What follows belongs to an exercise in optimizing a design on an open flow for a short achievable clock period and few clock cycles; a production flow would make more cautious choices.
At most, simulation tests tie the RTL to the original design; equivalence was not proved.
The clock input has no modelled driver; a real chip could not lean on it and would need a root buffer or a full tree.
Power is estimated from default activity; no workload was simulated.

// top
module top (
    input logic clk,
    input logic reset,
    output logic [4:0] curr_inst_addr,
    input logic [15:0] curr_inst,
    output logic write_enable_dmem,
    output logic [3:0] write_addr_dmem,
    output logic [7:0] write_data_dmem,
    output logic halted
);
clock: 4.2 ns
lec_check: 0
cap_margin: 20
core_margin: 2
core_utilization: 40
place_density: 0.55
setup_slack_margin: 3.0
slew_margin: 20
synth_hierarchical: 1
synth_minimum_keep_size: 0
standard.sh (not shown) runs the stock make flow with config.mk's settings and CLKGATE_MAP_FILE= SYNTH_SCRIPT=/design/flow/synth_recipe.tcl, a recipe that flattens the netlist after the stock synthesis.
==> flow/flow/run.sh <==
#!/bin/bash
# Own flow: the standard layout (standard.sh) with two changes:
#  - the clock tree is built by flow/pre_cts.tcl (a two-level balanced tree,
#    see flow/mycts.tcl) instead of TritonCTS;
#  - the cells in flow/dont_use.txt are kept out of synthesis and timing
#    repair: the platform's own DONT_USE_CELLS list, plus full and half adders,
#    slow 3- and 4-input OR/NOR and AOI/OAI cells, 4-input muxes and delay
#    cells, so that abc and the resizer build the logic from faster cells.
# Every tool's output goes to the ORFS logs under orfs/logs and to standard.log.
set -euo pipefail
export PRE_CTS_TCL="$PWD/flow/pre_cts.tcl"
du="$(tr '\n' ' ' < flow/dont_use.txt)"
sed "s|\"\${@:-finish}\"|DONT_USE_CELLS=\"$du\" \"\${@:-finish}\"|" standard.sh > standard_du.sh
bash standard_du.sh ${FLOW_STANDARD_TARGETS:-} > standard.log 2>&1
==> flow/flow/pre_cts.tcl <==
# PRE_CTS_TCL hook: replace TritonCTS with a two-level balanced clock tree
# (4 root buffers on the clock port, each driving about 6 leaf buffers, each
# leaf buffer driving a cluster of about 21 flip-flops; see mycts.tcl).
source [file join [file dirname [info script]] mycts.tcl]
rename clock_tree_synthesis orig_clock_tree_synthesis
proc clock_tree_synthesis {args} {
  mycts_build 24 4 sky130_fd_sc_hd__clkbuf_16 sky130_fd_sc_hd__clkbuf_16
}
Other scripts of this flow, unchanged in this note and not shown: flow/flow/dont_use.txt, flow/flow/mycts.tcl
Testbench counts at the start, summed over its fixed seeds: cycles 24,759.
==> next run, changes <==
--- a/flow/config.mk
+++ b/flow/config.mk
@@ -9,6 +9,5 @@
 export CORE_MARGIN = 2
 export CORE_UTILIZATION = 40
-export PLACE_DENSITY = 0.55
-export SETUP_SLACK_MARGIN = 3.0
+export SETUP_SLACK_MARGIN = 2.7
 export SLEW_MARGIN = 20
 export SYNTH_HIERARCHICAL = 1
After rerunning: Via count goes down slightly; die area does not change; area after synthesis does not change.
==> next run, changes <==
--- a/flow/config.mk
+++ b/flow/config.mk
@@ -9,5 +9,5 @@
 export CORE_MARGIN = 2
 export CORE_UTILIZATION = 40
-export SETUP_SLACK_MARGIN = 2.7
+export SETUP_SLACK_MARGIN = 3.0
 export SLEW_MARGIN = 20
 export SYNTH_HIERARCHICAL = 1
Cell count increases by 2.7%. Register-to-register slack improves by 0.03 ns. Synthesized area does not change. Routed wire length increases by 3.2%. Final area increases by 10%. Total power increases by 2.2%. Core utilization increases by 4.9 points. Critical path depth decreases by 1. Clock skew is about the same. Die area stays the same.
==> next run, changes <==
--- a/flow/flow/pre_cts.tcl
+++ b/flow/flow/pre_cts.tcl
@@ -5,4 +5,4 @@
 rename clock_tree_synthesis orig_clock_tree_synthesis
 proc clock_tree_synthesis {args} {
-  mycts_build 24 4 sky130_fd_sc_hd__clkbuf_16 sky130_fd_sc_hd__clkbuf_16
+  mycts_build 20 4 sky130_fd_sc_hd__clkbuf_16 sky130_fd_sc_hd__clkbuf_16
 }
- cell area went down by 0.64%
- area after synthesis is unchanged
- clock skew went down by 0.0074 ns
- first-iteration DRC count stays flat
- routed wire length went up by 0.45%
- final cell count went up by 0.36%
- global-route usage is about the same
- fmax went up by 0.96%
- via count went up by 0.55%
- register-to-register slack gets better by 0.02 ns
In every run of this note, the design's own scripts or RTL, not TritonCTS, make the clock network.

---

lane 1:
Another version of the RTL of top (not shown whole).
For scale: ~580 flip-flops, roughly 37 I/O pins, about 23000 um^2 of cells after synthesis.
Settings: LEC_CHECK=0, CAP_MARGIN=20, CORE_MARGIN=2, CORE_UTILIZATION=40, SETUP_SLACK_MARGIN=3.0, SLEW_MARGIN=20, SYNTH_HIERARCHICAL=1, SYNTH_MINIMUM_KEEP_SIZE=0; clock period 4.2 ns.
==> flow/flow/run.sh <==
#!/bin/bash
# Own flow: the standard layout (standard.sh) with two changes:
#  - the clock tree is built by flow/pre_cts.tcl (a two-level balanced tree)
#    instead of TritonCTS;
#  - full- and half-adder cells are added to DONT_USE_CELLS (flow/dont_use.txt
#    is the platform's list plus those), so abc maps adders as plain gates.
# Every tool's output goes to the ORFS logs under orfs/logs and to standard.log.
set -euo pipefail
export PRE_CTS_TCL="$PWD/flow/pre_cts.tcl"
du="$(tr '\n' ' ' < flow/dont_use.txt)"
sed "s|\"\${@:-finish}\"|DONT_USE_CELLS=\"$du\" \"\${@:-finish}\"|" standard.sh > standard_nofa.sh
bash standard_nofa.sh ${FLOW_STANDARD_TARGETS:-} > standard.log 2>&1
==> flow/flow/pre_cts.tcl <==
# PRE_CTS_TCL hook: replace TritonCTS with a two-level balanced clock tree
# (4 root buffers on the clock port, each driving about 6 leaf buffers, each
# leaf buffer driving a cluster of about 21 flip-flops; see mycts.tcl).
source [file join [file dirname [info script]] mycts.tcl]
rename clock_tree_synthesis orig_clock_tree_synthesis
proc clock_tree_synthesis {args} {
  mycts_build 28 4 sky130_fd_sc_hd__clkbuf_16 sky130_fd_sc_hd__clkbuf_16
}
Other scripts of this flow, unchanged in this note and not shown: flow/flow/dont_use.txt, flow/flow/mycts.tcl
Here is what was changed in the inputs of lane 2 compared with lane 1.
-- flow/flow/pre_cts.tcl --
<<< lane 1, line 5
rename clock_tree_synthesis orig_clock_tree_synthesis
proc clock_tree_synthesis {args} {
  mycts_build 28 4 sky130_fd_sc_hd__clkbuf_16 sky130_fd_sc_hd__clkbuf_16
}
>>> lane 2, line 5
rename clock_tree_synthesis orig_clock_tree_synthesis
proc clock_tree_synthesis {args} {
  mycts_build 24 4 sky130_fd_sc_hd__clkbuf_16 sky130_fd_sc_hd__clkbuf_16
}
-- flow/config.mk --
<<< lane 1, line 9
export CORE_MARGIN = 2
export CORE_UTILIZATION = 40
export SETUP_SLACK_MARGIN = 3.0
export SLEW_MARGIN = 20
export SYNTH_HIERARCHICAL = 1
>>> lane 2, line 9
export CORE_MARGIN = 2
export CORE_UTILIZATION = 40
export SETUP_SLACK_MARGIN = 2.7
export SLEW_MARGIN = 20
export SYNTH_HIERARCHICAL = 1
==> comparison <==
- Of lane 2 and lane 1, the higher maximum frequency belongs to lane 2.
- Of lane 2 and lane 1, the run reporting the higher wire length of the first global-routing pass was lane 1.
- Compared with lane 1, lane 2 shows a lower met3 usage.
- met2 global-route usage of lane 1 is on par with lane 2.
- The max-slew headroom at the worst pin number comes out lower for lane 2 vs lane 1.
- Total wire length (lane 2 / lane 1): 0.943
> inputs changed (lane 2 -> lane 3)
-- flow/config.mk --
<<< lane 2, line 9
export CORE_MARGIN = 2
export CORE_UTILIZATION = 40
export SETUP_SLACK_MARGIN = 2.7
export SLEW_MARGIN = 20
export SYNTH_HIERARCHICAL = 1
>>> lane 3, line 9
export CORE_MARGIN = 2
export CORE_UTILIZATION = 40
export SETUP_SLACK_MARGIN = 3.0
export SLEW_MARGIN = 20
export SYNTH_HIERARCHICAL = 1
==> run summary <==
Area of all placed cells without fillers: higher on lane 3
Cmp lane 2 and lane 3 / worst path required time / lower: lane 2
Lane 3: post-layout total power is 0.13 mW higher than what lane 2 reported.
Lane 2 → lane 3: ratio of total power to cell area now sits lower; routed wirelength normalized by instance count increased by 1.5 um relative to the old numbers.
Lane 3 vs. lane 2: met2 global-route usage went up by 0.40 points.
Relative to lane 2, met1 track demand over resource in global routing has gone up in lane 3.
[inputs] lane 4 vs lane 3
-- flow/flow/pre_cts.tcl --
<<< lane 3, line 5
rename clock_tree_synthesis orig_clock_tree_synthesis
proc clock_tree_synthesis {args} {
  mycts_build 24 4 sky130_fd_sc_hd__clkbuf_16 sky130_fd_sc_hd__clkbuf_16
}
>>> lane 4, line 5
rename clock_tree_synthesis orig_clock_tree_synthesis
proc clock_tree_synthesis {args} {
  mycts_build 20 4 sky130_fd_sc_hd__clkbuf_16 sky130_fd_sc_hd__clkbuf_16
}
==> run summary <==
Run comparison: lane 4 start point of the critical path ex_b[3]; lane 3 start point of the critical path ex_b[1]
Lane 4: global-route total usage across every layer lower than lane 3
[compare] base=lane 3 new=lane 4: clock network fraction of total power went down by 1.4 points; average size of a mapped cell was more or less identical.
Function was not checked in any run of this note: the RTL went through the layout flow alone. No run of this note takes its clock network from TritonCTS; it comes from the design's own scripts or RTL.

---

== run a ==
top, a different RTL version from the one above (not shown whole).
For scale: ~2500 cells after synthesis, roughly 570 flip-flops, ~37 I/O pins, roughly 22000 sq um of cells after synthesis.
==> flow/config.mk <==
export PLATFORM = sky130hd
export DESIGN_NAME = top
export DESIGN_NICKNAME = top
export VERILOG_FILES = /design/flow/design.v
export SDC_FILE = /design/flow/constraint.sdc
export NUM_CORES = 8
export LEC_CHECK = 0
export CAP_MARGIN = 20
export CORE_MARGIN = 2
export CORE_UTILIZATION = 40
export SETUP_SLACK_MARGIN = 3.0
export SLEW_MARGIN = 20
export SYNTH_HIERARCHICAL = 1
export SYNTH_MINIMUM_KEEP_SIZE = 0
==> flow/constraint.sdc <==
create_clock -name core_clock -period 4.2 [get_ports {clk}]
set_input_delay 0.8400 -clock core_clock [delete_from_list [all_inputs] [get_ports {clk}]]
set_output_delay 0.8400 -clock core_clock [all_outputs]
set_load 0.01 [all_outputs]
==> flow/flow/run.sh <==
#!/bin/bash
# Own flow: the standard layout (standard.sh) with two changes:
#  - the clock tree is built by flow/pre_cts.tcl (a two-level balanced tree,
#    see flow/mycts.tcl) instead of TritonCTS;
#  - the cells in flow/dont_use.txt are kept out of synthesis and timing
#    repair: the platform's own DONT_USE_CELLS list, plus full and half adders,
#    slow 3- and 4-input OR/NOR and AOI/OAI cells, 4-input muxes and delay
#    cells, so that abc and the resizer build the logic from faster cells.
# Every tool's output goes to the ORFS logs under orfs/logs and to standard.log.
set -euo pipefail
export PRE_CTS_TCL="$PWD/flow/pre_cts.tcl"
du="$(tr '\n' ' ' < flow/dont_use.txt)"
sed "s|\"\${@:-finish}\"|DONT_USE_CELLS=\"$du\" \"\${@:-finish}\"|" standard.sh > standard_du.sh
bash standard_du.sh ${FLOW_STANDARD_TARGETS:-} > standard.log 2>&1
==> flow/flow/pre_cts.tcl <==
# PRE_CTS_TCL hook: replace TritonCTS with a two-level balanced clock tree
# (4 root buffers on the clock port, each driving about 6 leaf buffers, each
# leaf buffer driving a cluster of about 21 flip-flops; see mycts.tcl).
source [file join [file dirname [info script]] mycts.tcl]
rename clock_tree_synthesis orig_clock_tree_synthesis
proc clock_tree_synthesis {args} {
  mycts_build 22 4 sky130_fd_sc_hd__clkbuf_16 sky130_fd_sc_hd__clkbuf_16
}
Other scripts of this flow, unchanged in this note and not shown: flow/flow/dont_use.txt, flow/flow/mycts.tcl
Run a completed; timing, DRC and antenna clean
Relative to run a, the following input files were edited for run b:
-- flow/flow/pre_cts.tcl --
<<< run a, line 7
  mycts_build 22 4 sky130_fd_sc_hd__clkbuf_16 sky130_fd_sc_hd__clkbuf_16
>>> run b, line 7
  mycts_build 24 4 sky130_fd_sc_hd__clkbuf_16 sky130_fd_sc_hd__clkbuf_16
## What came out
Run b completed end to end with timing, DRC and antenna clean. Multi-input gate area in the final layout: run b vs run a down 2.1%. Run a -> run b: detailed-route via count flat. There was hardly any difference in power between run a and run b. The final cycle utilization of the critical path on run b is in line with that on run a. From run a to run b the numbers moved as follows: overflow left after global routing comparable; relative area change from synthesis to final layout now smaller. NOTE number of instances resized during post-cts repair run a->run b decreased slightly. Cell area: run b vs run a down about 1.6%. In run b, number of optimization iterations in the first detailed-route pass is higher than in run a.
No run of this note included a check of the RTL's function; only the layout flow was run. No run of this note takes its clock network from TritonCTS; it comes from the design's own scripts or RTL.

---

v29:
top, a different RTL version from the one above (not shown whole).
For scale: roughly 2600 cells after synthesis, about 37 I/O pins, about 22000 um^2 of cells after synthesis.
Settings: LEC_CHECK=0, CAP_MARGIN=20, CORE_MARGIN=2, CORE_UTILIZATION=40, SETUP_SLACK_MARGIN=2.5, SLEW_MARGIN=20, SYNTH_HIERARCHICAL=1, SYNTH_MINIMUM_KEEP_SIZE=0; clock period 4.2 ns.
==> flow/flow/run.sh <==
#!/bin/bash
# Own flow: the standard layout (standard.sh) with two changes:
#  - the clock tree is built by flow/pre_cts.tcl (a two-level balanced tree)
#    instead of TritonCTS;
#  - full- and half-adder cells are added to DONT_USE_CELLS (flow/dont_use.txt
#    is the platform's list plus those), so abc maps adders as plain gates.
# Every tool's output goes to the ORFS logs under orfs/logs and to standard.log.
set -euo pipefail
export PRE_CTS_TCL="$PWD/flow/pre_cts.tcl"
du="$(tr '\n' ' ' < flow/dont_use.txt)"
sed "s|\"\${@:-finish}\"|DONT_USE_CELLS=\"$du\" \"\${@:-finish}\"|" standard.sh > standard_nofa.sh
bash standard_nofa.sh ${FLOW_STANDARD_TARGETS:-} > standard.log 2>&1
Other scripts of this flow, unchanged in this note and not shown: flow/flow/dont_use.txt, flow/flow/mycts.tcl, flow/flow/pre_cts.tcl
In summary, v29 completed successfully, with a layout that passed the timing, DRC and antenna checks.
Testbench counts of v29, summed over its fixed seeds: cycles 24,272.
Input-level comparison between v1 and v29:
# v29
export LEC_CHECK = 0
export CAP_MARGIN = 20
export CORE_MARGIN = 2
export CORE_UTILIZATION = 40
export SETUP_SLACK_MARGIN = 2.5
export SLEW_MARGIN = 20
export SYNTH_HIERARCHICAL = 1
export SYNTH_MINIMUM_KEEP_SIZE = 0
create_clock -name core_clock -period 4.2 [get_ports {clk}]
# v1
export LEC_CHECK = 0
export CAP_MARGIN = 20
export CORE_MARGIN = 2
export CORE_UTILIZATION = 40
export SETUP_SLACK_MARGIN = 3.0
export SLEW_MARGIN = 20
export SYNTH_HIERARCHICAL = 1
export SYNTH_MINIMUM_KEEP_SIZE = 0
create_clock -name core_clock -period 4.2 [get_ports {clk}]
- Per the comparison of v1 with v29, sequential share of layout area fell 7.1 points, ratio of total power to cell area now smaller.
- v29 reports its endpoint of the most critical setup path as bp_cur while v1 reports halted.
- Number of antenna cells inserted: v29 vs v1 identical
- Number of antenna violations at the first check in global routing: v1 vs v29 up 1
- Of v1 and v29, v29 shows the lower design area, with v1 above it.
- v1 — combined global-route utilization of all metal layers 4.2 points higher, v29 as reference
Edits applied to the flow inputs when going from v1 to v35:
# v1
export LEC_CHECK = 0
export CAP_MARGIN = 20
export CORE_MARGIN = 2
export CORE_UTILIZATION = 40
export SETUP_SLACK_MARGIN = 3.0
export SLEW_MARGIN = 20
export SYNTH_HIERARCHICAL = 1
export SYNTH_MINIMUM_KEEP_SIZE = 0
create_clock -name core_clock -period 4.2 [get_ports {clk}]
# v35
export LEC_CHECK = 0
export CAP_MARGIN = 20
export CORE_MARGIN = 2
export CORE_UTILIZATION = 55
export SETUP_SLACK_MARGIN = 3.0
export SLEW_MARGIN = 20
export SYNTH_HIERARCHICAL = 1
export SYNTH_MINIMUM_KEEP_SIZE = 0
create_clock -name core_clock -period 4.2 [get_ports {clk}]
--- outcome ---
v35 vs v1: layout filler cell count down by more than a quarter
Higher worst setup margin was reported by v1, not v35.
When the final numbers for v35 and v1 were put side by side, the global-route usage turned out to be smaller in v1.
The type of the worst setup path comes out flip-flop to output port in one run and flip-flop to flip-flop in the other, namely in v1 and v35 respectively.
Sort v35 and v1 by number of nets in the final layout asc -> top: v1
Max post-layout minimum cycle time across v35 and v1: v35
Looking only at period utilization, and setting everything else aside, the lower value of v35 and v1 goes to v1.
Across both runs, area added between synthesis and finish was lower for v35 than for v1.
Row net load switching power: v35 higher / v1 lower
First-pass iteration count of the detailed router, v35 and v1: lower on v1
Against v1, power in v35 came out worse.
Changes in v25 relative to v35:
# v35
export LEC_CHECK = 0
export CAP_MARGIN = 20
export CORE_MARGIN = 2
export CORE_UTILIZATION = 55
export SETUP_SLACK_MARGIN = 3.0
export SLEW_MARGIN = 20
export SYNTH_HIERARCHICAL = 1
export SYNTH_MINIMUM_KEEP_SIZE = 0
create_clock -name core_clock -period 4.2 [get_ports {clk}]
# v25
export LEC_CHECK = 0
export CAP_MARGIN = 20
export CORE_MARGIN = 2
export CORE_UTILIZATION = 40
export PLACE_DENSITY = 0.5
export SETUP_SLACK_MARGIN = 3.0
export SLEW_MARGIN = 20
export SYNTH_HIERARCHICAL = 1
export SYNTH_MINIMUM_KEEP_SIZE = 0
create_clock -name core_clock -period 4.2 [get_ports {clk}]
[summary]
- Re period utilization: v25 is 0.48 points up on v35.
- Utilization down 21 points in v25 wrt v35
- The run with more setup slack is v35; v25 has less.
- Post-route cell area (lower): v35
- [compare] base=v35 new=v25: total vias in the final route lost 1531; routed wire length lost 0.86%; power in combinational cells neither gained nor lost much; combinational share of power lost 0.2 points; final critical-path required period picked up an extra 0.020 ns.
- Area taken by multi-input logic gates is lower on v25
- v25 gives less global router's overall resource usage than v35 did.
No run of this note takes its clock network from TritonCTS; it comes from the design's own scripts or RTL.

[port drivers added, routing unchanged]
The flow's constraints put no driver on any port. The routed layouts listed below were extracted and timed again, unchanged, in two steps.
Step 1: set_driving_cell puts a clkbuf_16 on clk and a buf_2 on each other input, an assumption about the parent block.
Step 2 also shifts input and output timing later by t, the mid clock arrival at the registers, as if the neighbouring blocks saw the same clock.
Three values: ideal ports, drivers, drivers and shift; two values: the first two.
run | t (ns) | setup slack, ns | latest minus earliest clock arrival (ns) | worst register clock-pin slew, ns | cell pins on the clock port's net
the first run of note 1 | 0.491 | 2.401 / 2.354 / 1.985 | 0.049 / 0.049 | 0.11 / 0.11 | 4
the second run of note 1 | 0.485 | 2.444 / 2.357 / 1.872 | 0.045 / 0.044 | 0.10 / 0.10 | 4
the third run of note 1 | 0.487 | 2.475 / 2.378 / 1.961 | 0.047 / 0.046 | 0.11 / 0.11 | 4
the fourth run of note 1 | 0.483 | 2.492 / 2.362 / 1.952 | 0.049 / 0.049 | 0.12 / 0.12 | 4
lane 1 | 0.503 | 2.194 / 2.194 / 1.840 | 0.030 / 0.030 | 0.09 / 0.09 | 4
lane 2 | 0.502 | 2.267 / 2.268 / 1.898 | 0.066 / 0.065 | 0.11 / 0.11 | 4
lane 3 | 0.502 | 2.310 / 2.252 / 1.915 | 0.042 / 0.042 | 0.11 / 0.11 | 4
lane 4 | 0.501 | 2.284 / 2.249 / 1.917 | 0.041 / 0.040 | 0.12 / 0.12 | 4
run a | 0.470 | 2.447 / 2.327 / 1.953 | 0.088 / 0.088 | 0.12 / 0.12 | 4
run b | 0.489 | 2.441 / 2.316 / 1.967 | 0.042 / 0.042 | 0.11 / 0.11 | 4
v29 | 0.482 | 2.305 / 2.241 / 2.004 | 0.062 / 0.061 | 0.10 / 0.10 | 4
v1 | 0.491 | 2.317 / 2.193 / 1.945 | 0.042 / 0.042 | 0.10 / 0.10 | 4
v35 | 0.485 | 2.274 / 2.190 / 1.822 | 0.057 / 0.057 | 0.10 / 0.10 | 4
v25 | 0.484 | 2.254 / 2.197 / 2.004 | 0.038 / 0.038 | 0.10 / 0.10 | 4
After both steps every run listed still meets setup and hold. The setup slack of the second run of note 1, which loses most, moves by -0.087 ns with the drivers and by -0.572 ns with both steps.
